This design comes from an exercise in tuning for small area and a short achievable clock period on the open sky130 flow, not from production work.
Only simulation tests tie the RTL to the original design; equivalence was not proved.
The clock cells of runs 2 to 5 come from the design's own scripts or RTL, not from TritonCTS.
The clock port is modelled as an ideal driver, which makes a skipped or thinned clock tree look cheaper than it is; a real chip needs a root buffer or a tree.
Power is estimated from default activity; no workload was simulated.

$ cat flow/flow/run.sh
#!/bin/bash
# Layout: the standard flow (standard.sh) with these changes: synthesis maps
# no full or half adder cells (ADDER_MAP_FILE empty), so abc maps the adder logic
# itself; and the make variables below for port buffers and clock tree synthesis.
set -euo pipefail
bash standard.sh ADDER_MAP_FILE= BUFFER_PORTS_ARGS=-buffer_cell\ sky130_fd_sc_hd__buf_1 CTS_ARGS=-sink_clustering_enable\ -repair_clock_nets\ -dont_use_dummy_load\ -root_buf\ sky130_fd_sc_hd__clkbuf_16\ -buf_list\ sky130_fd_sc_hd__clkbuf_16\ -sink_clustering_size\ 40\ -sink_clustering_max_diameter\ 200 finish > standard.log 2>&1
$ cat flow/standard.sh
#!/bin/bash
# synth_recipe.tcl (not shown) runs the flow's synth.tcl, then flattens the netlist and writes it again
# the make line also repeats each setting of config.mk as NAME=value (left out here)
make -C /OpenROAD-flow-scripts/flow DESIGN_CONFIG=/design/flow/config.mk WORK_HOME=/design/flow/orfs CLKGATE_MAP_FILE= SYNTH_SCRIPT=/design/flow/synth_recipe.tcl "${@:-finish}"
$ cat flow/config.mk
export PLATFORM = sky130hd
export DESIGN_NAME = KSA_pipe
export DESIGN_NICKNAME = KSA_pipe
export VERILOG_FILES = /design/flow/design.v
export SDC_FILE = /design/flow/constraint.sdc
export NUM_CORES = 4
export LEC_CHECK = 0
export ABC_AREA = 1
export CAP_MARGIN = 20
export CORE_MARGIN = 2
export CORE_UTILIZATION = 40
export SETUP_SLACK_MARGIN = 2.0
export SLEW_MARGIN = 20
$ cat flow/constraint.sdc
create_clock -name core_clock -period 3.4 [get_ports {clk}]
set_input_delay 0.6800 -clock core_clock [delete_from_list [all_inputs] [get_ports {clk}]]
set_output_delay 0.6800 -clock core_clock [all_outputs]
set_load 0.01 [all_outputs]
$ cat flow/design.v
module KSA (s, x);
   input  [94:0] x;
   output [64:0] s;
   wire s2_g1;
   wire s2_g2;
   wire s2_p3;
   wire s2_g4;
   wire s2_p5;
   wire s2_g6;
   wire s2_p7;
   wire s2_g8;
   wire s2_p9;
   wire s2_g10;
   wire s2_p11;
   wire s2_g12;
   wire s2_p13;
   wire s2_g14;
   wire s2_p15;
   wire s2_g16;
   wire s2_g17;
   wire s2_g18;
   wire s2_p19;
   wire s2_g20;
   wire s2_p21;
   wire s2_g22;
   wire s2_p23;
   wire s2_g24;
   wire s2_p25;
   wire s2_g26;
   wire s2_p27;
   wire s2_g28;
   wire s2_p29;
   wire s2_g30;
   wire s2_g31;
   wire s2_g32;
   wire s2_g33;
   wire s2_g34;
   wire s2_p35;
   wire s2_g36;
   wire s2_p37;
   wire s2_g38;
   wire s2_p39;
   wire s2_g40;
   wire s2_p41;
   wire s2_g42;
   wire s2_g43;
   wire s2_g44;
   wire s2_g45;
   wire s2_g46;
   wire s2_g47;
   wire s2_g48;
   wire s2_g49;
   assign s2_g1 = x[9] | (x[80] & x[4]);
   assign s2_g2 = x[19] | (x[82] & x[14]);
   assign s2_p3 = x[82] & x[81];
   assign s2_g4 = x[29] | (x[84] & x[24]);
   assign s2_p5 = x[84] & x[83];
   assign s2_g6 = x[39] | (x[86] & x[34]);
   assign s2_p7 = x[86] & x[85];
   assign s2_g8 = x[49] | (x[88] & x[44]);
   assign s2_p9 = x[88] & x[87];
   assign s2_g10 = x[59] | (x[90] & x[54]);
   assign s2_p11 = x[90] & x[89];
   assign s2_g12 = x[69] | (x[92] & x[64]);
   assign s2_p13 = x[92] & x[91];
   assign s2_g14 = x[79] | (x[94] & x[74]);
   assign s2_p15 = x[94] & x[93];
   assign s2_g16 = x[14] | (x[81] & s2_g1);
   assign s2_g17 = s2_g2 | (s2_p3 & s2_g1);
   assign s2_g18 = x[34] | (x[85] & s2_g4);
   assign s2_p19 = x[85] & s2_p5;
   assign s2_g20 = s2_g6 | (s2_p7 & s2_g4);
   assign s2_p21 = s2_p7 & s2_p5;
   assign s2_g22 = x[54] | (x[89] & s2_g8);
   assign s2_p23 = x[89] & s2_p9;
   assign s2_g24 = s2_g10 | (s2_p11 & s2_g8);
   assign s2_p25 = s2_p11 & s2_p9;
   assign s2_g26 = x[74] | (x[93] & s2_g12);
   assign s2_p27 = x[93] & s2_p13;
   assign s2_g28 = s2_g14 | (s2_p15 & s2_g12);
   assign s2_p29 = s2_p15 & s2_p13;
   assign s2_g30 = x[24] | (x[83] & s2_g17);
   assign s2_g31 = s2_g4 | (s2_p5 & s2_g17);
   assign s2_g32 = s2_g18 | (s2_p19 & s2_g17);
   assign s2_g33 = s2_g20 | (s2_p21 & s2_g17);
   assign s2_g34 = x[64] | (x[91] & s2_g24);
   assign s2_p35 = x[91] & s2_p25;
   assign s2_g36 = s2_g12 | (s2_p13 & s2_g24);
   assign s2_p37 = s2_p13 & s2_p25;
   assign s2_g38 = s2_g26 | (s2_p27 & s2_g24);
   assign s2_p39 = s2_p27 & s2_p25;
   assign s2_g40 = s2_g28 | (s2_p29 & s2_g24);
   assign s2_p41 = s2_p29 & s2_p25;
   assign s2_g42 = x[44] | (x[87] & s2_g33);
   assign s2_g43 = s2_g8 | (s2_p9 & s2_g33);
   assign s2_g44 = s2_g22 | (s2_p23 & s2_g33);
   assign s2_g45 = s2_g24 | (s2_p25 & s2_g33);
   assign s2_g46 = s2_g34 | (s2_p35 & s2_g33);
   assign s2_g47 = s2_g36 | (s2_p37 & s2_g33);
   assign s2_g48 = s2_g38 | (s2_p39 & s2_g33);
   assign s2_g49 = s2_g40 | (s2_p41 & s2_g33);
   assign s[0] = x[0];
   assign s[1] = x[1];
   assign s[2] = x[2];
   assign s[3] = x[3];
   assign s[4] = x[5] ^ x[4];
   assign s[5] = x[6] ^ x[4] & x[5];
   assign s[6] = x[7] ^ x[4] & x[5] & x[6];
   assign s[7] = x[8] ^ x[4] & x[5] & x[6] & x[7];
   assign s[8] = x[10] ^ s2_g1;
   assign s[9] = x[11] ^ s2_g1 & x[10];
   assign s[10] = x[12] ^ s2_g1 & x[10] & x[11];
   assign s[11] = x[13] ^ s2_g1 & x[10] & x[11] & x[12];
   assign s[12] = x[15] ^ s2_g16;
   assign s[13] = x[16] ^ s2_g16 & x[15];
   assign s[14] = x[17] ^ s2_g16 & x[15] & x[16];
   assign s[15] = x[18] ^ s2_g16 & x[15] & x[16] & x[17];
   assign s[16] = x[20] ^ s2_g17;
   assign s[17] = x[21] ^ s2_g17 & x[20];
   assign s[18] = x[22] ^ s2_g17 & x[20] & x[21];
   assign s[19] = x[23] ^ s2_g17 & x[20] & x[21] & x[22];
   assign s[20] = x[25] ^ s2_g30;
   assign s[21] = x[26] ^ s2_g30 & x[25];
   assign s[22] = x[27] ^ s2_g30 & x[25] & x[26];
   assign s[23] = x[28] ^ s2_g30 & x[25] & x[26] & x[27];
   assign s[24] = x[30] ^ s2_g31;
   assign s[25] = x[31] ^ s2_g31 & x[30];
   assign s[26] = x[32] ^ s2_g31 & x[30] & x[31];
   assign s[27] = x[33] ^ s2_g31 & x[30] & x[31] & x[32];
   assign s[28] = x[35] ^ s2_g32;
   assign s[29] = x[36] ^ s2_g32 & x[35];
   assign s[30] = x[37] ^ s2_g32 & x[35] & x[36];
   assign s[31] = x[38] ^ s2_g32 & x[35] & x[36] & x[37];
   assign s[32] = x[40] ^ s2_g33;
   assign s[33] = x[41] ^ s2_g33 & x[40];
   assign s[34] = x[42] ^ s2_g33 & x[40] & x[41];
   assign s[35] = x[43] ^ s2_g33 & x[40] & x[41] & x[42];
   assign s[36] = x[45] ^ s2_g42;
   assign s[37] = x[46] ^ s2_g42 & x[45];
   assign s[38] = x[47] ^ s2_g42 & x[45] & x[46];
   assign s[39] = x[48] ^ s2_g42 & x[45] & x[46] & x[47];
   assign s[40] = x[50] ^ s2_g43;
   assign s[41] = x[51] ^ s2_g43 & x[50];
   assign s[42] = x[52] ^ s2_g43 & x[50] & x[51];
   assign s[43] = x[53] ^ s2_g43 & x[50] & x[51] & x[52];
   assign s[44] = x[55] ^ s2_g44;
   assign s[45] = x[56] ^ s2_g44 & x[55];
   assign s[46] = x[57] ^ s2_g44 & x[55] & x[56];
   assign s[47] = x[58] ^ s2_g44 & x[55] & x[56] & x[57];
   assign s[48] = x[60] ^ s2_g45;
   assign s[49] = x[61] ^ s2_g45 & x[60];
   assign s[50] = x[62] ^ s2_g45 & x[60] & x[61];
   assign s[51] = x[63] ^ s2_g45 & x[60] & x[61] & x[62];
   assign s[52] = x[65] ^ s2_g46;
   assign s[53] = x[66] ^ s2_g46 & x[65];
   assign s[54] = x[67] ^ s2_g46 & x[65] & x[66];
   assign s[55] = x[68] ^ s2_g46 & x[65] & x[66] & x[67];
   assign s[56] = x[70] ^ s2_g47;
   assign s[57] = x[71] ^ s2_g47 & x[70];
   assign s[58] = x[72] ^ s2_g47 & x[70] & x[71];
   assign s[59] = x[73] ^ s2_g47 & x[70] & x[71] & x[72];
   assign s[60] = x[75] ^ s2_g48;
   assign s[61] = x[76] ^ s2_g48 & x[75];
   assign s[62] = x[77] ^ s2_g48 & x[75] & x[76];
   assign s[63] = x[78] ^ s2_g48 & x[75] & x[76] & x[77];
   assign s[64] = s2_g49;
endmodule
module KSA_pipe(s, a, b, c, clk);
   input [63:0] a;
   input [63:0] b;
   input        c;
   input        clk;
   output [64:0] s;
   wire [94:0] x;
   reg  [94:0] xr;
   wire [64:0] sOut;
   reg  [64:0] sr;
   wire s1b0_p1;
   wire s1b0_p2;
   wire s1b0_p3;
   wire s1b0_p4;
   wire s1b0_g5;
   wire s1b0_g6;
   wire s1b0_g7;
   wire s1b0_g8;
   wire s1b0_g9;
   wire s1b0_g10;
   wire s1b0_g11;
   wire s1b0_g12;
   wire s1b1_p13;
   wire s1b1_p14;
   wire s1b1_p15;
   wire s1b1_p16;
   wire s1b1_g17;
   wire s1b1_g18;
   wire s1b1_g19;
   wire s1b1_g20;
   wire s1b1_g21;
   wire s1b1_g22;
   wire s1b1_g23;
   wire s1b2_p24;
   wire s1b2_p25;
   wire s1b2_p26;
   wire s1b2_p27;
   wire s1b2_g28;
   wire s1b2_g29;
   wire s1b2_g30;
   wire s1b2_g31;
   wire s1b2_g32;
   wire s1b2_g33;
   wire s1b2_g34;
   wire s1b3_p35;
   wire s1b3_p36;
   wire s1b3_p37;
   wire s1b3_p38;
   wire s1b3_g39;
   wire s1b3_g40;
   wire s1b3_g41;
   wire s1b3_g42;
   wire s1b3_g43;
   wire s1b3_g44;
   wire s1b3_g45;
   wire s1b4_p46;
   wire s1b4_p47;
   wire s1b4_p48;
   wire s1b4_p49;
   wire s1b4_g50;
   wire s1b4_g51;
   wire s1b4_g52;
   wire s1b4_g53;
   wire s1b4_g54;
   wire s1b4_g55;
   wire s1b4_g56;
   wire s1b5_p57;
   wire s1b5_p58;
   wire s1b5_p59;
   wire s1b5_p60;
   wire s1b5_g61;
   wire s1b5_g62;
   wire s1b5_g63;
   wire s1b5_g64;
   wire s1b5_g65;
   wire s1b5_g66;
   wire s1b5_g67;
   wire s1b6_p68;
   wire s1b6_p69;
   wire s1b6_p70;
   wire s1b6_p71;
   wire s1b6_g72;
   wire s1b6_g73;
   wire s1b6_g74;
   wire s1b6_g75;
   wire s1b6_g76;
   wire s1b6_g77;
   wire s1b6_g78;
   wire s1b7_p79;
   wire s1b7_p80;
   wire s1b7_p81;
   wire s1b7_p82;
   wire s1b7_g83;
   wire s1b7_g84;
   wire s1b7_g85;
   wire s1b7_g86;
   wire s1b7_g87;
   wire s1b7_g88;
   wire s1b7_g89;
   wire s1b8_p90;
   wire s1b8_p91;
   wire s1b8_p92;
   wire s1b8_p93;
   wire s1b8_g94;
   wire s1b8_g95;
   wire s1b8_g96;
   wire s1b8_g97;
   wire s1b8_g98;
   wire s1b8_g99;
   wire s1b8_g100;
   wire s1b9_p101;
   wire s1b9_p102;
   wire s1b9_p103;
   wire s1b9_p104;
   wire s1b9_g105;
   wire s1b9_g106;
   wire s1b9_g107;
   wire s1b9_g108;
   wire s1b9_g109;
   wire s1b9_g110;
   wire s1b9_g111;
   wire s1b10_p112;
   wire s1b10_p113;
   wire s1b10_p114;
   wire s1b10_p115;
   wire s1b10_g116;
   wire s1b10_g117;
   wire s1b10_g118;
   wire s1b10_g119;
   wire s1b10_g120;
   wire s1b10_g121;
   wire s1b10_g122;
   wire s1b11_p123;
   wire s1b11_p124;
   wire s1b11_p125;
   wire s1b11_p126;
   wire s1b11_g127;
   wire s1b11_g128;
   wire s1b11_g129;
   wire s1b11_g130;
   wire s1b11_g131;
   wire s1b11_g132;
   wire s1b11_g133;
   wire s1b12_p134;
   wire s1b12_p135;
   wire s1b12_p136;
   wire s1b12_p137;
   wire s1b12_g138;
   wire s1b12_g139;
   wire s1b12_g140;
   wire s1b12_g141;
   wire s1b12_g142;
   wire s1b12_g143;
   wire s1b12_g144;
   wire s1b13_p145;
   wire s1b13_p146;
   wire s1b13_p147;
   wire s1b13_p148;
   wire s1b13_g149;
   wire s1b13_g150;
   wire s1b13_g151;
   wire s1b13_g152;
   wire s1b13_g153;
   wire s1b13_g154;
   wire s1b13_g155;
   wire s1b14_p156;
   wire s1b14_p157;
   wire s1b14_p158;
   wire s1b14_p159;
   wire s1b14_g160;
   wire s1b14_g161;
   wire s1b14_g162;
   wire s1b14_g163;
   wire s1b14_g164;
   wire s1b14_g165;
   wire s1b14_g166;
   wire s1b15_p167;
   wire s1b15_p168;
   wire s1b15_p169;
   wire s1b15_p170;
   wire s1b15_g171;
   wire s1b15_g172;
   wire s1b15_g173;
   wire s1b15_g174;
   wire s1b15_g175;
   wire s1b15_g176;
   wire s1b15_g177;
   assign s1b0_p1 = a[0] ^ b[0];
   assign s1b0_p2 = a[1] ^ b[1];
   assign s1b0_p3 = a[2] ^ b[2];
   assign s1b0_p4 = a[3] ^ b[3];
   assign s1b0_g5 = a[0] & b[0];
   assign s1b0_g6 = a[1] & b[1];
   assign s1b0_g7 = a[2] & b[2];
   assign s1b0_g8 = a[3] & b[3];
   assign s1b0_g9 = s1b0_g5 | (s1b0_p1 & c);
   assign s1b0_g10 = s1b0_g6 | (s1b0_p2 & s1b0_g9);
   assign s1b0_g11 = s1b0_g7 | (s1b0_p3 & s1b0_g10);
   assign s1b0_g12 = s1b0_g8 | (s1b0_p4 & s1b0_g11);
   assign x[0] = s1b0_p1 ^ c;
   assign x[1] = s1b0_p2 ^ s1b0_g9;
   assign x[2] = s1b0_p3 ^ s1b0_g10;
   assign x[3] = s1b0_p4 ^ s1b0_g11;
   assign x[4] = s1b0_g12;
   assign s1b1_p13 = a[4] ^ b[4];
   assign s1b1_p14 = a[5] ^ b[5];
   assign s1b1_p15 = a[6] ^ b[6];
   assign s1b1_p16 = a[7] ^ b[7];
   assign s1b1_g17 = a[4] & b[4];
   assign s1b1_g18 = a[5] & b[5];
   assign s1b1_g19 = a[6] & b[6];
   assign s1b1_g20 = a[7] & b[7];
   assign s1b1_g21 = s1b1_g18 | (s1b1_p14 & s1b1_g17);
   assign s1b1_g22 = s1b1_g19 | (s1b1_p15 & s1b1_g21);
   assign s1b1_g23 = s1b1_g20 | (s1b1_p16 & s1b1_g22);
   assign x[5] = s1b1_p13;
   assign x[6] = s1b1_p14 ^ s1b1_g17;
   assign x[7] = s1b1_p15 ^ s1b1_g21;
   assign x[8] = s1b1_p16 ^ s1b1_g22;
   assign x[9] = s1b1_g23;
   assign x[80] = s1b1_p13 & s1b1_p14 & s1b1_p15 & s1b1_p16;
   assign s1b2_p24 = a[8] ^ b[8];
   assign s1b2_p25 = a[9] ^ b[9];
   assign s1b2_p26 = a[10] ^ b[10];
   assign s1b2_p27 = a[11] ^ b[11];
   assign s1b2_g28 = a[8] & b[8];
   assign s1b2_g29 = a[9] & b[9];
   assign s1b2_g30 = a[10] & b[10];
   assign s1b2_g31 = a[11] & b[11];
   assign s1b2_g32 = s1b2_g29 | (s1b2_p25 & s1b2_g28);
   assign s1b2_g33 = s1b2_g30 | (s1b2_p26 & s1b2_g32);
   assign s1b2_g34 = s1b2_g31 | (s1b2_p27 & s1b2_g33);
   assign x[10] = s1b2_p24;
   assign x[11] = s1b2_p25 ^ s1b2_g28;
   assign x[12] = s1b2_p26 ^ s1b2_g32;
   assign x[13] = s1b2_p27 ^ s1b2_g33;
   assign x[14] = s1b2_g34;
   assign x[81] = s1b2_p24 & s1b2_p25 & s1b2_p26 & s1b2_p27;
   assign s1b3_p35 = a[12] ^ b[12];
   assign s1b3_p36 = a[13] ^ b[13];
   assign s1b3_p37 = a[14] ^ b[14];
   assign s1b3_p38 = a[15] ^ b[15];
   assign s1b3_g39 = a[12] & b[12];
   assign s1b3_g40 = a[13] & b[13];
   assign s1b3_g41 = a[14] & b[14];
   assign s1b3_g42 = a[15] & b[15];
   assign s1b3_g43 = s1b3_g40 | (s1b3_p36 & s1b3_g39);
   assign s1b3_g44 = s1b3_g41 | (s1b3_p37 & s1b3_g43);
   assign s1b3_g45 = s1b3_g42 | (s1b3_p38 & s1b3_g44);
   assign x[15] = s1b3_p35;
   assign x[16] = s1b3_p36 ^ s1b3_g39;
   assign x[17] = s1b3_p37 ^ s1b3_g43;
   assign x[18] = s1b3_p38 ^ s1b3_g44;
   assign x[19] = s1b3_g45;
   assign x[82] = s1b3_p35 & s1b3_p36 & s1b3_p37 & s1b3_p38;
   assign s1b4_p46 = a[16] ^ b[16];
   assign s1b4_p47 = a[17] ^ b[17];
   assign s1b4_p48 = a[18] ^ b[18];
   assign s1b4_p49 = a[19] ^ b[19];
   assign s1b4_g50 = a[16] & b[16];
   assign s1b4_g51 = a[17] & b[17];
   assign s1b4_g52 = a[18] & b[18];
   assign s1b4_g53 = a[19] & b[19];
   assign s1b4_g54 = s1b4_g51 | (s1b4_p47 & s1b4_g50);
   assign s1b4_g55 = s1b4_g52 | (s1b4_p48 & s1b4_g54);
   assign s1b4_g56 = s1b4_g53 | (s1b4_p49 & s1b4_g55);
   assign x[20] = s1b4_p46;
   assign x[21] = s1b4_p47 ^ s1b4_g50;
   assign x[22] = s1b4_p48 ^ s1b4_g54;
   assign x[23] = s1b4_p49 ^ s1b4_g55;
   assign x[24] = s1b4_g56;
   assign x[83] = s1b4_p46 & s1b4_p47 & s1b4_p48 & s1b4_p49;
   assign s1b5_p57 = a[20] ^ b[20];
   assign s1b5_p58 = a[21] ^ b[21];
   assign s1b5_p59 = a[22] ^ b[22];
   assign s1b5_p60 = a[23] ^ b[23];
   assign s1b5_g61 = a[20] & b[20];
   assign s1b5_g62 = a[21] & b[21];
   assign s1b5_g63 = a[22] & b[22];
   assign s1b5_g64 = a[23] & b[23];
   assign s1b5_g65 = s1b5_g62 | (s1b5_p58 & s1b5_g61);
   assign s1b5_g66 = s1b5_g63 | (s1b5_p59 & s1b5_g65);
   assign s1b5_g67 = s1b5_g64 | (s1b5_p60 & s1b5_g66);
   assign x[25] = s1b5_p57;
   assign x[26] = s1b5_p58 ^ s1b5_g61;
   assign x[27] = s1b5_p59 ^ s1b5_g65;
   assign x[28] = s1b5_p60 ^ s1b5_g66;
   assign x[29] = s1b5_g67;
   assign x[84] = s1b5_p57 & s1b5_p58 & s1b5_p59 & s1b5_p60;
   assign s1b6_p68 = a[24] ^ b[24];
   assign s1b6_p69 = a[25] ^ b[25];
   assign s1b6_p70 = a[26] ^ b[26];
   assign s1b6_p71 = a[27] ^ b[27];
   assign s1b6_g72 = a[24] & b[24];
   assign s1b6_g73 = a[25] & b[25];
   assign s1b6_g74 = a[26] & b[26];
   assign s1b6_g75 = a[27] & b[27];
   assign s1b6_g76 = s1b6_g73 | (s1b6_p69 & s1b6_g72);
   assign s1b6_g77 = s1b6_g74 | (s1b6_p70 & s1b6_g76);
   assign s1b6_g78 = s1b6_g75 | (s1b6_p71 & s1b6_g77);
   assign x[30] = s1b6_p68;
   assign x[31] = s1b6_p69 ^ s1b6_g72;
   assign x[32] = s1b6_p70 ^ s1b6_g76;
   assign x[33] = s1b6_p71 ^ s1b6_g77;
   assign x[34] = s1b6_g78;
   assign x[85] = s1b6_p68 & s1b6_p69 & s1b6_p70 & s1b6_p71;
   assign s1b7_p79 = a[28] ^ b[28];
   assign s1b7_p80 = a[29] ^ b[29];
   assign s1b7_p81 = a[30] ^ b[30];
   assign s1b7_p82 = a[31] ^ b[31];
   assign s1b7_g83 = a[28] & b[28];
   assign s1b7_g84 = a[29] & b[29];
   assign s1b7_g85 = a[30] & b[30];
   assign s1b7_g86 = a[31] & b[31];
   assign s1b7_g87 = s1b7_g84 | (s1b7_p80 & s1b7_g83);
   assign s1b7_g88 = s1b7_g85 | (s1b7_p81 & s1b7_g87);
   assign s1b7_g89 = s1b7_g86 | (s1b7_p82 & s1b7_g88);
   assign x[35] = s1b7_p79;
   assign x[36] = s1b7_p80 ^ s1b7_g83;
   assign x[37] = s1b7_p81 ^ s1b7_g87;
   assign x[38] = s1b7_p82 ^ s1b7_g88;
   assign x[39] = s1b7_g89;
   assign x[86] = s1b7_p79 & s1b7_p80 & s1b7_p81 & s1b7_p82;
   assign s1b8_p90 = a[32] ^ b[32];
   assign s1b8_p91 = a[33] ^ b[33];
   assign s1b8_p92 = a[34] ^ b[34];
   assign s1b8_p93 = a[35] ^ b[35];
   assign s1b8_g94 = a[32] & b[32];
   assign s1b8_g95 = a[33] & b[33];
   assign s1b8_g96 = a[34] & b[34];
   assign s1b8_g97 = a[35] & b[35];
   assign s1b8_g98 = s1b8_g95 | (s1b8_p91 & s1b8_g94);
   assign s1b8_g99 = s1b8_g96 | (s1b8_p92 & s1b8_g98);
   assign s1b8_g100 = s1b8_g97 | (s1b8_p93 & s1b8_g99);
   assign x[40] = s1b8_p90;
   assign x[41] = s1b8_p91 ^ s1b8_g94;
   assign x[42] = s1b8_p92 ^ s1b8_g98;
   assign x[43] = s1b8_p93 ^ s1b8_g99;
   assign x[44] = s1b8_g100;
   assign x[87] = s1b8_p90 & s1b8_p91 & s1b8_p92 & s1b8_p93;
   assign s1b9_p101 = a[36] ^ b[36];
   assign s1b9_p102 = a[37] ^ b[37];
   assign s1b9_p103 = a[38] ^ b[38];
   assign s1b9_p104 = a[39] ^ b[39];
   assign s1b9_g105 = a[36] & b[36];
   assign s1b9_g106 = a[37] & b[37];
   assign s1b9_g107 = a[38] & b[38];
   assign s1b9_g108 = a[39] & b[39];
   assign s1b9_g109 = s1b9_g106 | (s1b9_p102 & s1b9_g105);
   assign s1b9_g110 = s1b9_g107 | (s1b9_p103 & s1b9_g109);
   assign s1b9_g111 = s1b9_g108 | (s1b9_p104 & s1b9_g110);
   assign x[45] = s1b9_p101;
   assign x[46] = s1b9_p102 ^ s1b9_g105;
   assign x[47] = s1b9_p103 ^ s1b9_g109;
   assign x[48] = s1b9_p104 ^ s1b9_g110;
   assign x[49] = s1b9_g111;
   assign x[88] = s1b9_p101 & s1b9_p102 & s1b9_p103 & s1b9_p104;
   assign s1b10_p112 = a[40] ^ b[40];
   assign s1b10_p113 = a[41] ^ b[41];
   assign s1b10_p114 = a[42] ^ b[42];
   assign s1b10_p115 = a[43] ^ b[43];
   assign s1b10_g116 = a[40] & b[40];
   assign s1b10_g117 = a[41] & b[41];
   assign s1b10_g118 = a[42] & b[42];
   assign s1b10_g119 = a[43] & b[43];
   assign s1b10_g120 = s1b10_g117 | (s1b10_p113 & s1b10_g116);
   assign s1b10_g121 = s1b10_g118 | (s1b10_p114 & s1b10_g120);
   assign s1b10_g122 = s1b10_g119 | (s1b10_p115 & s1b10_g121);
   assign x[50] = s1b10_p112;
   assign x[51] = s1b10_p113 ^ s1b10_g116;
   assign x[52] = s1b10_p114 ^ s1b10_g120;
   assign x[53] = s1b10_p115 ^ s1b10_g121;
   assign x[54] = s1b10_g122;
   assign x[89] = s1b10_p112 & s1b10_p113 & s1b10_p114 & s1b10_p115;
   assign s1b11_p123 = a[44] ^ b[44];
   assign s1b11_p124 = a[45] ^ b[45];
   assign s1b11_p125 = a[46] ^ b[46];
   assign s1b11_p126 = a[47] ^ b[47];
   assign s1b11_g127 = a[44] & b[44];
   assign s1b11_g128 = a[45] & b[45];
   assign s1b11_g129 = a[46] & b[46];
   assign s1b11_g130 = a[47] & b[47];
   assign s1b11_g131 = s1b11_g128 | (s1b11_p124 & s1b11_g127);
   assign s1b11_g132 = s1b11_g129 | (s1b11_p125 & s1b11_g131);
   assign s1b11_g133 = s1b11_g130 | (s1b11_p126 & s1b11_g132);
   assign x[55] = s1b11_p123;
   assign x[56] = s1b11_p124 ^ s1b11_g127;
   assign x[57] = s1b11_p125 ^ s1b11_g131;
   assign x[58] = s1b11_p126 ^ s1b11_g132;
   assign x[59] = s1b11_g133;
   assign x[90] = s1b11_p123 & s1b11_p124 & s1b11_p125 & s1b11_p126;
   assign s1b12_p134 = a[48] ^ b[48];
   assign s1b12_p135 = a[49] ^ b[49];
   assign s1b12_p136 = a[50] ^ b[50];
   assign s1b12_p137 = a[51] ^ b[51];
   assign s1b12_g138 = a[48] & b[48];
   assign s1b12_g139 = a[49] & b[49];
   assign s1b12_g140 = a[50] & b[50];
   assign s1b12_g141 = a[51] & b[51];
   assign s1b12_g142 = s1b12_g139 | (s1b12_p135 & s1b12_g138);
   assign s1b12_g143 = s1b12_g140 | (s1b12_p136 & s1b12_g142);
   assign s1b12_g144 = s1b12_g141 | (s1b12_p137 & s1b12_g143);
   assign x[60] = s1b12_p134;
   assign x[61] = s1b12_p135 ^ s1b12_g138;
   assign x[62] = s1b12_p136 ^ s1b12_g142;
   assign x[63] = s1b12_p137 ^ s1b12_g143;
   assign x[64] = s1b12_g144;
   assign x[91] = s1b12_p134 & s1b12_p135 & s1b12_p136 & s1b12_p137;
   assign s1b13_p145 = a[52] ^ b[52];
   assign s1b13_p146 = a[53] ^ b[53];
   assign s1b13_p147 = a[54] ^ b[54];
   assign s1b13_p148 = a[55] ^ b[55];
   assign s1b13_g149 = a[52] & b[52];
   assign s1b13_g150 = a[53] & b[53];
   assign s1b13_g151 = a[54] & b[54];
   assign s1b13_g152 = a[55] & b[55];
   assign s1b13_g153 = s1b13_g150 | (s1b13_p146 & s1b13_g149);
   assign s1b13_g154 = s1b13_g151 | (s1b13_p147 & s1b13_g153);
   assign s1b13_g155 = s1b13_g152 | (s1b13_p148 & s1b13_g154);
   assign x[65] = s1b13_p145;
   assign x[66] = s1b13_p146 ^ s1b13_g149;
   assign x[67] = s1b13_p147 ^ s1b13_g153;
   assign x[68] = s1b13_p148 ^ s1b13_g154;
   assign x[69] = s1b13_g155;
   assign x[92] = s1b13_p145 & s1b13_p146 & s1b13_p147 & s1b13_p148;
   assign s1b14_p156 = a[56] ^ b[56];
   assign s1b14_p157 = a[57] ^ b[57];
   assign s1b14_p158 = a[58] ^ b[58];
   assign s1b14_p159 = a[59] ^ b[59];
   assign s1b14_g160 = a[56] & b[56];
   assign s1b14_g161 = a[57] & b[57];
   assign s1b14_g162 = a[58] & b[58];
   assign s1b14_g163 = a[59] & b[59];
   assign s1b14_g164 = s1b14_g161 | (s1b14_p157 & s1b14_g160);
   assign s1b14_g165 = s1b14_g162 | (s1b14_p158 & s1b14_g164);
   assign s1b14_g166 = s1b14_g163 | (s1b14_p159 & s1b14_g165);
   assign x[70] = s1b14_p156;
   assign x[71] = s1b14_p157 ^ s1b14_g160;
   assign x[72] = s1b14_p158 ^ s1b14_g164;
   assign x[73] = s1b14_p159 ^ s1b14_g165;
   assign x[74] = s1b14_g166;
   assign x[93] = s1b14_p156 & s1b14_p157 & s1b14_p158 & s1b14_p159;
   assign s1b15_p167 = a[60] ^ b[60];
   assign s1b15_p168 = a[61] ^ b[61];
   assign s1b15_p169 = a[62] ^ b[62];
   assign s1b15_p170 = a[63] ^ b[63];
   assign s1b15_g171 = a[60] & b[60];
   assign s1b15_g172 = a[61] & b[61];
   assign s1b15_g173 = a[62] & b[62];
   assign s1b15_g174 = a[63] & b[63];
   assign s1b15_g175 = s1b15_g172 | (s1b15_p168 & s1b15_g171);
   assign s1b15_g176 = s1b15_g173 | (s1b15_p169 & s1b15_g175);
   assign s1b15_g177 = s1b15_g174 | (s1b15_p170 & s1b15_g176);
   assign x[75] = s1b15_p167;
   assign x[76] = s1b15_p168 ^ s1b15_g171;
   assign x[77] = s1b15_p169 ^ s1b15_g175;
   assign x[78] = s1b15_p170 ^ s1b15_g176;
   assign x[79] = s1b15_g177;
   assign x[94] = s1b15_p167 & s1b15_p168 & s1b15_p169 & s1b15_p170;
   always @(posedge clk)
     xr <= x;
   KSA adder (.s(sOut), .x(xr));
   always @(posedge clk)
     sr <= sOut;
   assign s = sr;
endmodule
==> results of run 1 <==
[final cells by class]
| cell class | count | area [sq um] |
|---|---|---|
| Fill cell | 1476 | 6810 |
| Multi-Input combinational cell | 532 | 3440 |
| Sequential cell | 160 | 3260 |
| Timing Repair Buffer | 205 | 1150 |
| Clock buffer | 17 | 425 |
| Inverter | 97 | 364 |
| Tap cell | 216 | 270 |
[metal layers]
| metal | global-route usage [%] | up-vias | share of wire (%) |
|---|---|---|---|
| met1 | 17.8 | 2215 | 44 |
| met2 | 25.3 | 116 | 49 |
| li1 | - | 2836 | - |
| met4 | 6.76 | 0 | 1.9 |
| met3 | 4.59 | 21 | 5.5 |
| met5 | 0 | - | 0 |
[flip-flops by register name (all words and copies together) (netlist names)]
signal  flops
xr         95
sr         65
[power by group through the flow]
stage	combinational (W)	sequential, W	clock (W)
after floorplan	0.000471	0.00245	0
after global placement	0.000847	0.00238	0
after detailed placement	0.000858	0.00238	0
after CTS	0.00102	0.00237	0.00154
after global routing	0.00126	0.00243	0.00161
final	0.00113	0.00239	0.00149
[through the flow]
step	worst slack, ns	total power [W]	hold WS [ns]	cells
after floorplan	1.96	0.00292	0.310	788
after global placement	1.76	0.00323	0.311	1198
after detailed placement	1.71	0.00324	0.314	1198
after CTS	1.84	0.00492	0.327	1221
after global routing	1.83	0.00530	0.341	1227
final	1.87	0.00501	0.324	1227
[cell usage in the layout (no fill, tap or decap), types with 16 or more instances in the layout]
master     count
buf_1        129
dfxtp_1      118
xor2_1        92
nand4_1       16
nand2_4       25
buf_6         39
clkbuf_16     17
o21ai_2       20
dfxtp_2       42
buf_2         26
nor2_1        87
nand2_1      194
inv_1         95
[what timing repair did]
action,CTS,global route
setup endpoints to repair,102,101
hold endpoints to repair,0,0
pin swaps,9,26
gates resized for setup,151,98
setup buffers,5,6
gates cloned,1,0
[cells in the mapped netlist]
| master | instances | area share (%) |
|---|---|---|
| nor2_2 | 8 | 0.78 |
| a21oi_1 | 14 | 1.1 |
| xnor2_1 | 8 | 1.1 |
| nand2_2 | 17 | 1.7 |
| o21ai_0 | 24 | 1.9 |
| nand3_1 | 1 | 0.078 |
| dfxtp_1 | 160 | 50 |
| a21oi_2 | 4 | 0.55 |
| inv_1 | 97 | 5.7 |
| nor4_1 | 15 | 1.5 |
| nand4_1 | 16 | 1.6 |
| and3_1 | 1 | 0.098 |
| nand2_4 | 2 | 0.35 |
| nor3_1 | 1 | 0.078 |
| xor2_1 | 107 | 15 |
| nand2_1 | 219 | 13 |
| a21o_1 | 2 | 0.24 |
| a21oi_4 | 1 | 0.25 |
| nor2_1 | 91 | 5.4 |
[cell families after synthesis]
family	after synthesis	synth area share [%]
simple gates	371	24.3
flops	160	50.2
xor+xnor	115	15.8
buf+inv	97	5.70
compound gates	45	4.02
[worst max-delay path by stage]
stage                 from      to  slack, ns  depth (start not counted)
floorplan             a[0]   xr[3]       1.96                          8
global placement     a[33]  xr[43]       1.76                          7
detailed placement   a[33]  xr[43]       1.71                          7
CTS                  sr[8]    s[8]       1.84                          1
global route        sr[12]   s[12]       1.83                          1
finish               sr[8]    s[8]       1.87                          1
==> qor.txt, run 1 <==
fin crit period: 1.53 ns
hold path start: xr[1]
f_max: 0.652 GHz
Critical Path Max Stage Delay: 0.31 ns
RD Place Congestion: 0.763
TritonRoute pass-1 iters: 5
status: no timing/DRC/antenna violations
internal power: 0.00364 W
clock latency on the worst-skew pair: 0.42 ns
Syn-to-layout area delta: 39.5%
worst r2r dst: sr[58]
FP Rows: 46
Die Area: 17,000 sq um
Num CTS Buffers: 17
period utilisation layout: 45.1%
Clk Tree Root Cell: clkbuf_16
Worst-path clk slew: 0.06 ns
GRT Resource Usage Total: 15.1%
Peak VDD IR: 0.358 mV
Final #Nets: 1,143
Worst Hold End: sr[1]
final slew viol count: 0
first-pass GRT wire length: 19.9 mm
final instance area: 8900 sq um
Mapped Area: 6380 sq um
worst path cell trace: buf_2
Buf+Inv Stages, Crit Path: 1
layout cells sized above 1: 24.2%
Setup TNS: 0 ns
Max FO, Critical Path: 1
utilization after layout: 56.7%
critical path class: flop to primary output
Mean Syn Cell Area: 8.10 sq um
ANT nets after route: 0
via count: 5,188
CTS H-Tree Depth: 4
die width: 130 um
Antenna Cells: 0
Worst Path Arrival: 0.85 ns
startpoint types: flop
endpoint type of the worst setup path: primary output
Die Span Y: 130 um
Final HPWL DP: 9.68 mm
Worst Hold Depth: 0
GRT Residual Overflow: 0
IO Count: 195
cts hold-fix bufs: 0
R2R setup slack: 1.98 ns
core area: 15,700 sq um
r2r worst-path depth: 11
clock share of power: 29.7%
Slew headroom: 68.1%
vias in the first global route: 4,572
placed instance area: 7570 sq um
CTS tree: yes
IO Port Bufs: 194
Sequential Power Share: 47.8%
RSZ-0062 raised after global routing: yes
Net Sw Power: 0.00137 W
largest net degree at the start of global routing: 17
Sink Count: 160
DRC viols: 0
Critical Path RT: 2.72 ns
Sw Ratio: 27.4%
CTS max path bufs: 2
Initial Util: 40.6%
RR Startpoint: xr[4]
distinct cell type count after synthesis: 19
pwr/cell area: 563 nW/um^2
Max stage delay cell, worst path: dfxtp_1
Ys Warns: 1
Starting DRT DRC Count: 103
initial antenna violation count: 0
Seq/Total Area, Yosys: 50.2%
power share of the combinational group: 22.5%
maxcap violations: 0
Leak: 4.32 nW
clock skew: 0.0227 ns
Routed WL per cell: 10.4 um
Final setup viols: 0
Vias/cell: 4.23
delay-heaviest family, CP: flip-flops
flops & latches, synth: 160
Post-Syn Nets: 918
Syn Inst Count: 788
HP Class: flop to flop
Post-Route WL: 12.7 mm
Worst Tran Pin Value: 0.478 ns
final hold vios: 0
==> run 2, diff against run 1 <==
==> flow/flow/run.sh (replaced) <==
#!/bin/bash
# Layout: the standard flow (standard.sh) with these changes: synthesis maps
# no full or half adder cells (ADDER_MAP_FILE empty), so abc maps the adder logic
# itself; ports get the buffer cell named below; and after clock tree synthesis
# flow/clocktree.tcl replaces the tree by one level of buffers driven by the clock
# port.  The flow's output goes to standard.log, and ORFS's own logs to orfs/logs.
set -euo pipefail
bash standard.sh ADDER_MAP_FILE= "POST_CTS_TCL=$PWD/flow/clocktree.tcl" BUFFER_PORTS_ARGS=-buffer_cell\ sky130_fd_sc_hd__buf_1 CTS_ARGS=-sink_clustering_enable\ -dont_use_dummy_load\ -root_buf\ sky130_fd_sc_hd__clkbuf_16\ -buf_list\ sky130_fd_sc_hd__clkbuf_16\ -sink_clustering_size\ 40\ -sink_clustering_max_diameter\ 200 CLKTREE_CELL=sky130_fd_sc_hd__clkbuf_8 CLKTREE_NLEAF=3 CLKTREE_LEAF_CELL=sky130_fd_sc_hd__clkbuf_8 finish > standard.log 2>&1
==> flow/flow/clocktree.tcl (new file) <==
set nbuf 4
if {[info exists ::env(CLKTREE_NBUF)]} { set nbuf $::env(CLKTREE_NBUF) }
set bufcell sky130_fd_sc_hd__clkbuf_16
if {[info exists ::env(CLKTREE_CELL)]} { set bufcell $::env(CLKTREE_CELL) }

set db [ord::get_db]
set block [ord::get_db_block]
set port_net [[$block findBTerm clk] getNet]

set sinks {}
foreach inst [$block getInsts] {
  if {[[$inst getMaster] isSequential]} {
    lappend sinks [$inst findITerm CLK]
  }
}
puts "clocktree: [llength $sinks] register clock pins"

# the cells CTS added: drivers of clock nets other than the port's net
set old_insts {}
set old_nets {}
foreach net [$block getNets] {
  if {[$net getSigType] ne "CLOCK" || $net eq $port_net} { continue }
  lappend old_nets $net
  foreach it [$net getITerms] {
    if {[$it isOutputSignal]} { lappend old_insts [$it getInst] }
  }
}
# cells hanging on the port net other than registers (root buffers, loads)
foreach it [$port_net getITerms] {
  set inst [$it getInst]
  if {![[$inst getMaster] isSequential] && [lsearch -exact $old_insts $inst] < 0} {
    lappend old_insts $inst
  }
}
puts "clocktree: removing [llength $old_insts] cells and [llength $old_nets] nets"
foreach s $sinks { $s disconnect }
foreach inst $old_insts { odb::dbInst_destroy $inst }
foreach net $old_nets { odb::dbNet_destroy $net }

# split the registers into nbuf groups of equal size by position
proc loc {it} {
  set b [[$it getInst] getBBox]
  return [list [expr {([$b xMin] + [$b xMax]) / 2}] [expr {([$b yMin] + [$b yMax]) / 2}]]
}
set pts {}
foreach s $sinks { lappend pts [concat [loc $s] [list $s]] }
proc split_groups {pts n axis} {
  if {$n <= 1} { return [list $pts] }
  set sorted [lsort -integer -index $axis $pts]
  set n1 [expr {$n / 2}]
  set cut [expr {[llength $sorted] * $n1 / $n}]
  set a [lrange $sorted 0 [expr {$cut - 1}]]
  set b [lrange $sorted $cut end]
  set nxt [expr {1 - $axis}]
  return [concat [split_groups $a $n1 $nxt] [split_groups $b [expr {$n - $n1}] $nxt]]
}
# first cut along the longer side of the registers' spread
set xs [lsort -integer [lmap p $pts {lindex $p 0}]]
set ys [lsort -integer [lmap p $pts {lindex $p 1}]]
set axis [expr {([lindex $xs end] - [lindex $xs 0]) >= ([lindex $ys end] - [lindex $ys 0]) ? 0 : 1}]
set groups [split_groups $pts $nbuf $axis]

set nleaf 0
if {[info exists ::env(CLKTREE_NLEAF)]} { set nleaf $::env(CLKTREE_NLEAF) }
set leafcell $bufcell
if {[info exists ::env(CLKTREE_LEAF_CELL)]} { set leafcell $::env(CLKTREE_LEAF_CELL) }

proc centre {grp} {
  set sx 0; set sy 0
  foreach p $grp { incr sx [lindex $p 0]; incr sy [lindex $p 1] }
  return [list [expr {$sx / [llength $grp]}] [expr {$sy / [llength $grp]}]]
}
# a buffer of cell type mname at (x, y), input from net in, driving a new net
proc add_buf {name mname in x y} {
  set master [[ord::get_db] findMaster $mname]
  set block [ord::get_db_block]
  set buf [odb::dbInst_create $block $master $name]
  set net [odb::dbNet_create $block "${name}_net"]
  $net setSigType CLOCK
  [$buf findITerm A] connect $in
  [$buf findITerm X] connect $net
  $buf setLocation [expr {$x - [$master getWidth] / 2}] [expr {$y - [$master getHeight] / 2}]
  $buf setPlacementStatus PLACED
  return $net
}

set g 0
foreach grp $groups {
  lassign [centre $grp] cx cy
  if {$nleaf <= 1} {
    set net [add_buf "clktree_buf_$g" $bufcell $port_net $cx $cy]
    foreach p $grp { [lindex $p 2] connect $net }
    puts "clocktree: buffer $g drives [llength $grp] registers at ($cx, $cy)"
  } else {
    # leaves first, so the root sits at the centre of its leaves
    set leaves [split_groups $grp $nleaf [expr {1 - $axis}]]
    set lpts {}
    foreach lg $leaves { lappend lpts [centre $lg] }
    lassign [centre $lpts] rx ry
    set rnet [add_buf "clktree_buf_$g" $bufcell $port_net $rx $ry]
    set l 0
    foreach lg $leaves {
      lassign [centre $lg] lx ly
      set net [add_buf "clktree_buf_${g}_$l" $leafcell $rnet $lx $ly]
      foreach p $lg { [lindex $p 2] connect $net }
      puts "clocktree: buffer ${g}_$l drives [llength $lg] registers at ($lx, $ly)"
      incr l
    }
  }
  incr g
}

detailed_placement
estimate_parasitics -placement
report_clock_skew
if { !$::env(SKIP_CTS_REPAIR_TIMING) } {
  repair_timing_helper
  detailed_placement
}
check_placement -verbose
report_clock_skew
report_wns
--- a/flow/config.mk
+++ b/flow/config.mk
@@ -10,4 +10,5 @@
 export CORE_MARGIN = 2
-export CORE_UTILIZATION = 40
-export SETUP_SLACK_MARGIN = 2.0
+export CORE_UTILIZATION = 50
+export PLACE_DENSITY = 0.65
+export SETUP_SLACK_MARGIN = 1.9
 export SLEW_MARGIN = 20
==> qor.txt, run 2 <==
hold path start: xr[0]
Worst-path clk slew: 0.09 ns (+0.03 ns)
Critical Path RT: 3.62 ns (+0.90 ns)
Seq/Total Area, Yosys: 50.2% (unchanged)
period utilisation layout: 42.4% (-2.7 points)
Worst Path Arrival: 1.66 ns (+0.81 ns)
Leak: 4.02 nW (-6.9%)
RSZ-0062 raised after global routing: yes
HP Class: flop to flop
Slew headroom: 74.1% (+6.0 points)
Mapped Area: 6380 sq um (unchanged)
GRT Residual Overflow: 0 (unchanged)
post-place setup slack: 1.64 ns (-0.0686 ns)
Setup TNS: 0 ns (unchanged)
first-pass GRT wire length: 19.7 mm (-0.52%)
RR Startpoint: xr[4]
Worst Hold Depth: 0 (unchanged)
biggest regs: xr x95, sr x65
Fillers: 1,146 (-22%)
maxcap violations: 0 (unchanged)
Syn Inst Count: 788 (unchanged)
Vias/cell: 4.40 (+4.1%)
Ys Warns: 1 (unchanged)
Die Area: 13,700 sq um (-19%)
Sw Ratio: 28.6% (+1.2 points)
Sink Count: 160 (unchanged)
leading cell type in the layout, fill and taps excluded: nand2_1
top-count cell post-synth: nand2_1
Sequential Power Share: 54.7% (+6.9 points)
critical path class: input port to flop
distinct cell type count after synthesis: 19 (unchanged)
Mean Syn Cell Area: 8.10 sq um (unchanged)
Die Span Y: 117 um (-10%)
Max FO, Critical Path: 2 (+1)
EDFF count, synth: 0 (unchanged)
most frequent cells in the layout: nand2_1, dfxtp_1, buf_1
vias in the first global route: 4,618 (+1.0%)
Final HPWL DP: 9.49 mm (-2.0%)
Starting DRT DRC Count: 193 (+87%)
Antenna Cells: 0 (unchanged)
top cells by count, synth: nand2_1, dfxtp_1, xor2_1
Routed WL per cell: 10.7 um (+3.0%)
clock latency on the worst-skew pair: 0.28 ns (-0.14 ns)
clock share of power: 22.2% (-7.5 points)
core area: 12,500 sq um (-20%)
die width: 117 um (-10%)
Post-Route WL: 12.6 mm (-1.2%)
IO Port Bufs: 194 (unchanged)
internal power: 0.00310 W (-15%)
r2r worst-path depth: 10 (-1)
fin crit period: 1.44 ns (-0.0922 ns)
Synth area leader: dfxtp_1
top cell type's share of synthesized area: 50.2% (unchanged)
pwr/cell area: 538 nW/um^2 (-4.3%)
Most flops, register: xr
Syn-to-layout area delta: 26.2%
Initial Util: 51.0% (+10 points)
worst r2r dst: sr[35]
endpoint type of the worst setup path: flop
Peak VDD IR: 0.342 mV (-4.6%)
status: no timing/DRC/antenna violations
Worst Tran Pin Value: 0.385 ns (-0.0931 ns)
ANT nets after route: 0 (unchanged)
Final #Nets: 1,137 (-0.52%)
Post-synth top flop: dfxtp_1
via count: 5,182 (-0.12%)
DRC viols: 0 (unchanged)
async set-or-reset flop fraction in the synthesized netlist: 0% (unchanged)
Final setup viols: 0 (unchanged)
final worst slack: 1.96 ns (+0.0922 ns)
final hold vios: 0 (unchanged)
Largest register FFs: 95 (unchanged)
startpoint types: input port
FP Rows: 41 (-11%)
Net Sw Power: 0.00124 W (-9.7%)
layout cells sized above 1: 18.0% (-6.2 points)
initial antenna violation count: 0 (unchanged)
IO Count: 195 (unchanged)
power share of the combinational group: 23.1% (+0.6 points)
TritonRoute pass-1 iters: 7 (+2)
final slew viol count: 0 (unchanged)
largest net degree at the start of global routing: 15 (-2)
Post-Syn Nets: 918 (unchanged)
f_max: 0.694 GHz (+6.4%)
R2R setup slack: 1.99 ns (about the same)
clock skew: 0.0135 ns (-0.00919 ns)
GRT Resource Usage Total: 18.1% (+3.0 points)
Worst Hold End: sr[0]
flops & latches, synth: 160 (unchanged)
Synth area leaders: dfxtp_1, xor2_1, nand2_1
RD Place Congestion: 0.811 (+6.2%)
-- run 2: worst max-delay path by stage --
stage               slack (ns)      to  depth (start not counted)   start
finish                    1.96  xr[58]                          7   a[45]
global route              1.85  sr[54]                         10  xr[85]
detailed placement        1.64  xr[23]                          7   b[17]
global placement          1.68  xr[23]                          7   a[17]
floorplan                 1.93   xr[3]                          8    a[0]
-- run 2: critical path, cell delays in order --
cell and delay, ns:
buf_1 0.11, xor2_1 0.25, inv_1 0.12, o21ai_2 0.17
nand2_1 0.07, nand2_1 0.10, xor2_1 0.17
-- run 2: cells by family after synthesis --
family,after synthesis,share of synthesized area [%]
AOI/OAI and AO/OA,45,4.02
buffers and inverters,97,5.70
DFF,160,50.2
xor gates and xnor gates,115,15.8
and+or+nand+nor,371,24.3
-- run 2: final cells by class --
| cell class | count | area (sq um) | share of cell area, % |
|---|---|---|---|
| buffer | 16 | 220 | 2.73 |
| inverter | 97 | 364 | 4.52 |
| multi-input combinational | 532 | 3010 | 37.4 |
| sequential | 160 | 3240 | 40.2 |
| tap | 172 | 215 | 2.67 |
| timing repair buffer | 200 | 1010 | 12.6 |
-- run 2: per-stage QoR --
step	hold WS (ns)	power (W)	util, %	std cells	instance area, sq um
after floorplan	0.310	0.00290	-	788	6380
after global placement	0.311	0.00321	58.5	1154	7330
after detailed placement	0.314	0.00323	58.5	1154	7330
after global routing	0.337	0.00460	64.4	1177	8060
final	0.332	0.00434	64.4	1177	8060
-- run 2: power groups by stage --
stage	Clock [W]	Combinational [W]	Sequential, W
after floorplan	0	0.000452	0.00245
after global placement	0	0.000828	0.00239
after detailed placement	0	0.000836	0.00239
after global routing	0.00106	0.00112	0.00241
final	0.000962	0.00100	0.00237
-- run 2: layer usage --
metal | routed length (um) | global-route usage (%) | part of all wire [%] | vias to the layer above
met3 | 790 | 4.17 | 6.3 | 12
met5 | 0 | 0 | 0 | -
li1 | - | - | - | 2823
met4 | 156 | 4.39 | 1.2 | 0
met1 | 5820 | 23.7 | 46 | 2205
met2 | 5810 | 30.3 | 46 | 142
==> run 3, diff against run 2 <==
--- a/flow/config.mk
+++ b/flow/config.mk
@@ -12,3 +12,3 @@
 export PLACE_DENSITY = 0.65
-export SETUP_SLACK_MARGIN = 1.9
+export SETUP_SLACK_MARGIN = 1.6
 export SLEW_MARGIN = 20
==> qor.txt, run 3 <==
clock skew: 0.0188 ns (+0.00525 ns)
clock latency on the worst-skew pair: 0.29 ns (about the same)
Mean Syn Cell Area: 8.10 sq um (unchanged)
initial antenna violation count: 0 (unchanged)
Die Span Y: 117 um (unchanged)
final instance area: 7550 sq um (-6.3%)
RR Startpoint: xr[4]
Initial Util: 51.0% (unchanged)
Die Area: 13,700 sq um (unchanged)
startpoint types: flop
biggest regs: xr x95, sr x65
EDFF count, synth: 0 (unchanged)
Sink Count: 160 (unchanged)
GRT Resource Usage Total: 17.3% (-0.80 points)
first-pass GRT wire length: 18.8 mm (-5.0%)
IO Count: 195 (unchanged)
Worst Tran Pin Value: 0.361 ns (-0.0239 ns)
Critical Path RT: 3.58 ns (-0.04 ns)
TritonRoute pass-1 iters: 4 (-3)
Mapped Area: 6380 sq um (unchanged)
final hold vios: 0 (unchanged)
Setup TNS: 0 ns (unchanged)
period utilisation layout: 46.2% (+3.8 points)
IO Port Bufs: 194 (unchanged)
Slew headroom: 75.9% (+1.8 points)
Buf+Inv Stages, Crit Path: 0 (-2)
top cells by count, synth: nand2_1, dfxtp_1, xor2_1
Routed WL per cell: 10.1 um (-5.4%)
Final HPWL DP: 9.52 mm (+0.32%)
endpoint type of the worst setup path: flop
vias in the first global route: 4,427 (-4.1%)
HP Class: flop to flop
distinct cell type count after synthesis: 19 (unchanged)
largest net degree at the start of global routing: 15 (unchanged)
top cell type's share of synthesized area: 50.2% (unchanged)
Synth area leader: dfxtp_1
pwr/cell area: 546 nW/um^2 (+1.4%)
Fillers: 1,188 (+3.7%)
Syn-to-layout area delta: 18.2%
Post-Route WL: 11.8 mm (-6.0%)
GRT Residual Overflow: 0 (unchanged)
placed instance area: 7330 sq um (unchanged)
Seq/Total Area, Yosys: 50.2% (unchanged)
ANT nets after route: 0 (unchanged)
DRC viols: 0 (unchanged)
Largest register FFs: 95 (unchanged)
RD Place Congestion: 0.859 (+6.0%)
Worst-path clk slew: 0.09 ns (about the same)
top-count cell post-synth: nand2_1
r2r worst-path depth: 11 (+1)
crit-path most repeated cell: nand2_2
R2R setup slack: 1.83 ns (-0.16 ns)
Worst Hold End: sr[2]
delay-heaviest family, CP: simple AND/OR/NAND/NOR gates
hold path start: xr[2]
Leak: 3.68 nW (-8.5%)
maxcap violations: 0 (unchanged)
Most flops, register: xr
Post-synth top flop: dfxtp_1
status: no timing/DRC/antenna violations
Final setup viols: 0 (unchanged)
Vias/cell: 4.39 (-0.39%)
Worst Path Arrival: 1.75 ns (+0.09 ns)
FP Rows: 41 (unchanged)
Critical Path Max Stage Delay: 0.36 ns (+0.11 ns)
Worst Hold Depth: 0 (unchanged)
async set-or-reset flop fraction in the synthesized netlist: 0% (unchanged)
Synth area leaders: dfxtp_1, xor2_1, nand2_1
layout cells sized above 1: 4.81% (-13 points)
Hold Slack: 0.324 ns (-0.00806 ns)
worst path cell trace: nand2_1, nand2_2, nand2_2, nand2_4, nand2_2, nand2_4, nand2_2, nand2_2, nand2_1, o21ai_0, nand2_1
fin crit period: 1.57 ns (+0.128 ns)
Syn Inst Count: 788 (unchanged)
critical path class: flop to flop
die width: 117 um (unchanged)
f_max: 0.637 GHz (-8.2%)
Peak VDD IR: 0.256 mV (-25%)
RSZ-0062 raised after global routing: no
most frequent cells in the layout: nand2_1, buf_1, dfxtp_1
Post-Syn Nets: 918 (unchanged)
core area: 12,500 sq um (unchanged)
Ys Warns: 1 (unchanged)
via count: 5,131 (-0.98%)
flops & latches, synth: 160 (unchanged)
leading cell type in the layout, fill and taps excluded: nand2_1
Final #Nets: 1,130 (-0.62%)
worst r2r dst: sr[58]
Starting DRT DRC Count: 141 (-27%)
final slew viol count: 0 (unchanged)
Antenna Cells: 0 (unchanged)
Max FO, Critical Path: 10 (+8)
Max stage delay cell, worst path: dfxtp_1
## run 3: cell count changes in the layout (fill, tap and decap cells not counted), moves of 7 or more
| cell | previous run | this run |
|---|---|---|
| o21ai_0 | 2 | 24 |
| a21oi_1 | 7 | 14 |
| nand2_1 | 208 | 219 |
| nand2_2 | 24 | 17 |
| dfxtp_2 | 26 | 0 |
| buf_6 | 25 | 0 |
| buf_1 | 129 | 194 |
| buf_2 | 40 | 0 |
| o21ai_1 | 16 | 0 |
| dfxtp_1 | 134 | 160 |
## run 3: metrics by stage
stage | total power (W) | util [%] | worst slack [ns] | std cells
floorplan | 0.00290 | - | 1.87 | 788
global placement | 0.00321 | 58.5 | 1.60 | 1154
detailed placement | 0.00322 | 58.5 | 1.57 | 1154
global route | 0.00439 | 60.3 | 1.65 | 1170
finish | 0.00412 | 60.3 | 1.83 | 1170
## run 3: cell families (layout without fill, tap and decap cells)
family | count (synthesis) | in the layout | synth area share (%)
AOI/OAI and AO/OA | 45 | 45 | 4.02
xor gates and xnor gates | 115 | 115 | 15.8
buffers and inverters | 97 | 307 | 5.70
DFF | 160 | 160 | 50.2
and+or+nand+nor | 371 | 371 | 24.3
## run 3: per-layer routing
| metal | vias to the layer above | GRT usage, % | wire length, um |
|---|---|---|---|
| li1 | 2820 | - | - |
| met2 | 148 | 28.8 | 5260 |
| met4 | 0 | 4.55 | 190 |
| met3 | 15 | 4.53 | 781 |
| met5 | - | 0 | 0 |
| met1 | 2148 | 22.3 | 5590 |
## run 3: worst register-to-register path: stages (launching register included)
cell and delay, ns:
dfxtp_1 0.36, nand2_1 0.08, nand2_2 0.11, nand2_2 0.08
nand2_4 0.10, nand2_2 0.07, nand2_4 0.18, nand2_2 0.10
nand2_2 0.09, nand2_1 0.07, o21ai_0 0.17, nand2_1 0.07
## run 3: worst max-delay path by stage
stage | cells past startpoint | from | to
after detailed placement | 7 | a[17] | xr[23]
final | 11 | xr[4] | sr[58]
after global routing | 11 | xr[4] | sr[58]
after floorplan | 8 | a[0] | xr[3]
after global placement | 7 | a[17] | xr[23]
## run 3: power by group
group / internal [W] / switching [W]
combinational: 0.000314 / 0.000515
sequential: 0.00220 / 0.000142
clock: 0.000425 / 0.000521
## run 3: final cells by class
cell class / count / area, sq um / share of cell area (%)
Buffer: 16 / 220 / 2.92
Inverter: 97 / 364 / 4.82
Multi-Input combinational cell: 531 / 2820 / 37.3
Sequential cell: 160 / 3200 / 42.4
Tap cell: 172 / 215 / 2.85
Timing Repair Buffer: 194 / 728 / 9.65
==> run 4, diff against run 3 <==
--- a/flow/config.mk
+++ b/flow/config.mk
@@ -12,3 +12,3 @@
 export PLACE_DENSITY = 0.65
-export SETUP_SLACK_MARGIN = 1.6
+export SETUP_SLACK_MARGIN = 1.7
 export SLEW_MARGIN = 20
==> qor.txt, run 4 <==
status: no timing/DRC/antenna violations
Hold Slack: 0.324 ns (unchanged)
via count: 5,127 (-0.078%)
worst path cell trace: buf_1, xor2_1, inv_1, o21ai_0, nand2_1, nand2_1, xor2_1
Mean Syn Cell Area: 8.10 sq um (unchanged)
Synth area leaders: dfxtp_1, xor2_1, nand2_1
RR Startpoint: xr[4]
R2R setup slack: 1.88 ns (+0.05 ns)
layout cells sized above 1: 4.81% (unchanged)
Leak: 3.68 nW (about the same)
EDFF count, synth: 0 (unchanged)
Syn-to-layout area delta: 18.4%
Setup TNS: 0 ns (unchanged)
Final setup viols: 0 (unchanged)
GRT Resource Usage Total: 17.3% (unchanged)
GRT Residual Overflow: 0 (unchanged)
FP Rows: 41 (unchanged)
worst r2r dst: sr[58]
r2r worst-path depth: 11 (unchanged)
Post-synth top flop: dfxtp_1
Routed WL per cell: 10.1 um (-0.19%)
die width: 117 um (unchanged)
Ys Warns: 1 (unchanged)
critical path class: input port to flop
HP Class: flop to flop
Buf+Inv Stages, Crit Path: 2 (+2)
initial antenna violation count: 0 (unchanged)
Initial Util: 51.0% (unchanged)
Post-Syn Nets: 918 (unchanged)
Final #Nets: 1,130 (unchanged)
Die Area: 13,700 sq um (unchanged)
final instance area: 7560 sq um (+0.12%)
Critical Path RT: 3.62 ns (+0.04 ns)
maxcap violations: 0 (unchanged)
period utilisation layout: 45.8% (-0.32 points)
Synth area leader: dfxtp_1
first-pass GRT wire length: 18.8 mm (unchanged)
Crit. Startpoint: a[17]
TritonRoute pass-1 iters: 4 (unchanged)
Peak VDD IR: 0.257 mV (about the same)
Final HPWL DP: 9.52 mm (unchanged)
Post-Route WL: 11.8 mm (-0.19%)
Slew headroom: 73.1% (-2.8 points)
clock skew: 0.0187 ns (-0.0000502 ns)
clock latency on the worst-skew pair: 0.29 ns (about the same)
most frequent cells in the layout: nand2_1, buf_1, dfxtp_1
Starting DRT DRC Count: 147 (+4.3%)
Mapped Area: 6380 sq um (unchanged)
Worst-path clk slew: 0.09 ns (about the same)
Die Span Y: 117 um (unchanged)
biggest regs: xr x95, sr x65
startpoint types: input port
final slew viol count: 0 (unchanged)
fin crit period: 1.56 ns (-0.0110 ns)
delay-heaviest family, CP: XOR/XNOR gates
Vias/cell: 4.38 (about the same)
Antenna Cells: 0 (unchanged)
Worst Path Arrival: 1.78 ns (+0.03 ns)
IO Count: 195 (unchanged)
Most flops, register: xr
Critical Path Max Stage Delay: 0.29 ns (-0.07 ns)
Syn Inst Count: 788 (unchanged)
Seq/Total Area, Yosys: 50.2% (unchanged)
top-count cell post-synth: nand2_1
ANT nets after route: 0 (unchanged)
Worst Tran Pin Value: 0.404 ns (+0.0425 ns)
Worst setup endpoint: xr[23]
IO Port Bufs: 194 (unchanged)
leading cell type in the layout, fill and taps excluded: nand2_1
flops & latches, synth: 160 (unchanged)
RD Place Congestion: 0.859 (unchanged)
f_max: 0.642 GHz (+0.70%)
DRC viols: 0 (unchanged)
pwr/cell area: 545 nW/um^2 (about the same)
final hold vios: 0 (unchanged)
placed instance area: 7330 sq um (unchanged)
vias in the first global route: 4,427 (unchanged)
endpoint type of the worst setup path: flop
Max stage delay cell, worst path: xor2_1
top cell type's share of synthesized area: 50.2% (unchanged)
Largest register FFs: 95 (unchanged)
distinct cell type count after synthesis: 19 (unchanged)
async set-or-reset flop fraction in the synthesized netlist: 0% (unchanged)
Sink Count: 160 (unchanged)
Max FO, Critical Path: 2 (-8)
largest net degree at the start of global routing: 15 (unchanged)
total stage count of the critical path: 7 (-4)
core area: 12,500 sq um (unchanged)
RSZ-0062 raised after global routing: yes
top cells by count, synth: nand2_1, dfxtp_1, xor2_1
## run 4: per-layer routing
layer  share of wire (%)  vias to the layer above  track usage, %
met2                  45                      147            28.8
met5                   0                        -               0
li1                    -                     2822               -
met3                 6.8                       15            4.53
met1                  47                     2143            22.3
met4                 1.6                        0            4.55
## run 4: kinds of logic after synthesis
kind of cell | after synthesis | share of synthesized area [%]
flops | 160 | 50.2
simple gates | 371 | 24.3
xor+xnor | 115 | 15.8
buf+inv | 97 | 5.70
compound gates | 45 | 4.02
## run 4: worst reg2reg max path, delay by kind of cell (launching register included)
| family | cells | cell delay (ns) |
|---|---|---|
| AO/OA/AOI/OAI | 1 | 0.17 |
| flip-flops | 1 | 0.36 |
| AND/OR/NAND/NOR | 10 | 0.91 |
## run 4: cell type report
type / instances / area [sq um]
fill: 1188 / 4960
inverter: 97 / 364
timing repair buffer: 194 / 728
tap: 172 / 215
multi-input combinational: 531 / 2830
sequential: 160 / 3200
buffer: 16 / 220
## run 4: how the worst min path moves through the flow
stage | startpoint | endpoint | slack, ns | cells after the start
3_5_place_dp | xr[2] | sr[2] | 0.31 | 0
3_3_place_gp | xr[0] | sr[0] | 0.31 | 0
6_report | xr[2] | sr[2] | 0.32 | 0
5_1_grt | xr[0] | sr[0] | 0.34 | 0
2_1_floorplan | xr[0] | sr[0] | 0.31 | 0
## run 4: stage by stage
| stage | power (W) | utilization (%) | setup WS, ns | std cells |
|---|---|---|---|---|
| final | 0.00412 | 60.4 | 1.84 | 1170 |
| after global routing | 0.00439 | 60.4 | 1.70 | 1170 |
| after detailed placement | 0.00322 | 58.5 | 1.57 | 1154 |
| after global placement | 0.00321 | 58.5 | 1.60 | 1154 |
| after floorplan | 0.00290 | - | 1.87 | 788 |
## run 4: where the power goes
group | leakage, nW | total (W) | internal [W] | switching (W)
logic | 2.22 | 0.000830 | 0.000315 | 0.000515
clock network | 0.115 | 0.000946 | 0.000425 | 0.000520
registers | 1.35 | 0.00234 | 0.00220 | 0.000142
==> run 5, diff against run 4 <==
--- a/flow/config.mk
+++ b/flow/config.mk
@@ -12,3 +12,3 @@
 export PLACE_DENSITY = 0.65
-export SETUP_SLACK_MARGIN = 1.7
+export SETUP_SLACK_MARGIN = 2.0
 export SLEW_MARGIN = 20
==> qor.txt, run 5 <==
Antenna Cells: 0 (unchanged)
Routed WL per cell: 10.4 um (+3.4%)
Synth area leader: dfxtp_1
RSZ-0062 raised after global routing: yes
Worst-path clk slew: 0.09 ns (about the same)
hold path start: xr[2]
worst r2r dst: sr[46]
delay-heaviest family, CP: flip-flops
Sink Count: 160 (unchanged)
async set-or-reset flop fraction in the synthesized netlist: 0% (unchanged)
Die Span Y: 117 um (unchanged)
Final setup viols: 0 (unchanged)
most frequent cells in the layout: nand2_1, dfxtp_1, buf_1
status: no timing/DRC/antenna violations
maxcap violations: 0 (unchanged)
Post-Syn Nets: 918 (unchanged)
FP Rows: 41 (unchanged)
flops & latches, synth: 160 (unchanged)
distinct cell type count after synthesis: 19 (unchanged)
Max stage delay cell, worst path: dfxtp_2
Critical Path RT: 2.72 ns (-0.90 ns)
Largest register FFs: 95 (unchanged)
Worst Hold Depth: 0 (unchanged)
Post-Route WL: 12.3 mm (+4.5%)
Critical Path Max Stage Delay: 0.33 ns (+0.04 ns)
R2R setup slack: 2.01 ns (+0.13 ns)
HP Class: flop to flop
largest net degree at the start of global routing: 15 (unchanged)
Post-synth top flop: dfxtp_1
Worst Path Arrival: 0.74 ns (-1.04 ns)
EDFF count, synth: 0 (unchanged)
Buf+Inv Stages, Crit Path: 1 (-1)
Seq/Total Area, Yosys: 50.2% (unchanged)
top-count cell post-synth: nand2_1
Setup TNS: 0 ns (unchanged)
pwr/cell area: 519 nW/um^2 (-4.8%)
Syn-to-layout area delta: 33.5%
final hold vios: 0 (unchanged)
core area: 12,500 sq um (unchanged)
period utilisation layout: 41.7% (-4.1 points)
IO Port Bufs: 194 (unchanged)
Leak: 4.17 nW (+13%)
clock skew: 0.0178 ns (-0.000952 ns)
Most flops, register: xr
die width: 117 um (unchanged)
Peak VDD IR: 0.411 mV (+60%)
leading cell type in the layout, fill and taps excluded: nand2_1
Ys Warns: 1 (unchanged)
startpoint types: flop
Mean Syn Cell Area: 8.10 sq um (unchanged)
r2r worst-path depth: 11 (unchanged)
non-filler cells in the finished layout: 1,183 (+1.1%)
f_max: 0.705 GHz (+9.8%)
biggest regs: xr x95, sr x65
RR Startpoint: xr[85]
Vias/cell: 4.45 (+1.5%)
initial antenna violation count: 0 (unchanged)
Max FO, Critical Path: 1 (-1)
final slew viol count: 0 (unchanged)
top cells by count, synth: nand2_1, dfxtp_1, xor2_1
Cells after DPL: 1,154 (unchanged)
first-pass GRT wire length: 19.4 mm (+3.3%)
layout cells sized above 1: 25.7% (+21 points)
endpoint type of the worst setup path: primary output
TritonRoute pass-1 iters: 4 (unchanged)
top cell type's share of synthesized area: 50.2% (unchanged)
Initial Util: 51.0% (unchanged)
Worst Tran Pin Value: 0.368 ns (-0.0358 ns)
post-place setup slack: 1.72 ns (+0.152 ns)
Mapped Area: 6380 sq um (unchanged)
RD Place Congestion: 0.799 (-7.0%)
[run 5: cell counts after synthesis]
Identical to the previous run, type by type.
[run 5: layout make-up]
cell class	count	area, sq um
multi-input cells	532	3320
fillers	1125	4000
repair buffers	206	1150
inverters	97	364
flip-flops and latches	160	3250
plain buffers	16	220
well taps	172	215
[run 5: power by group]
group | switching (W) | total [W] | internal (W)
clock network | 0.000520 | 0.000946 | 0.000425
registers | 0.000164 | 0.00239 | 0.00222
logic | 0.000572 | 0.00109 | 0.000521
total | 0.00126 | 0.00442 | 0.00317
[run 5: routing by layer]
| layer | wire [um] | track usage (%) | vias to the layer above |
|---|---|---|---|
| li1 | - | - | 2843 |
| met1 | 5060 | 20.2 | 2260 |
| met2 | 6110 | 31.7 | 135 |
| met3 | 790 | 5.25 | 25 |
| met4 | 381 | 6.67 | 0 |
| met5 | 0 | 0 | - |
[run 5: metrics by stage]
stage,area [sq um],power [W],hold WS (ns),utilization [%]
2_1_floorplan,6570,0.00292,0.310,-
3_3_place_gp,7510,0.00323,0.314,60.0
3_5_place_dp,7510,0.00324,0.313,60.0
5_1_grt,8520,0.00472,0.339,68.1
6_report,8520,0.00442,0.332,68.1
[run 5: worst max path at each step]
stage / depth (start not counted) / slack, ns / end / start
floorplan: 8 / 1.96 / xr[3] / a[0]
global placement: 7 / 1.76 / xr[78] / b[61]
detailed placement: 9 / 1.72 / xr[4] / a[0]
global route: 10 / 1.92 / sr[43] / xr[4]
finish: 1 / 1.98 / s[64] / sr[64]
[run 5: cells by family after synthesis]
group / count (synthesis) / synth area share, %
simple gates: 371 / 24.3
xor+xnor: 115 / 15.8
buf+inv: 97 / 5.70
flops: 160 / 50.2
compound gates: 45 / 4.02

Re-timed with assumed drivers on the ports (clkbuf_16 on the clock, buf_2 on other inputs), run 5 has 1.911 ns of setup slack against 1.981 ns with ideal ports, and 1.752 ns once port delays also move by the mid clock arrival of 0.353 ns.
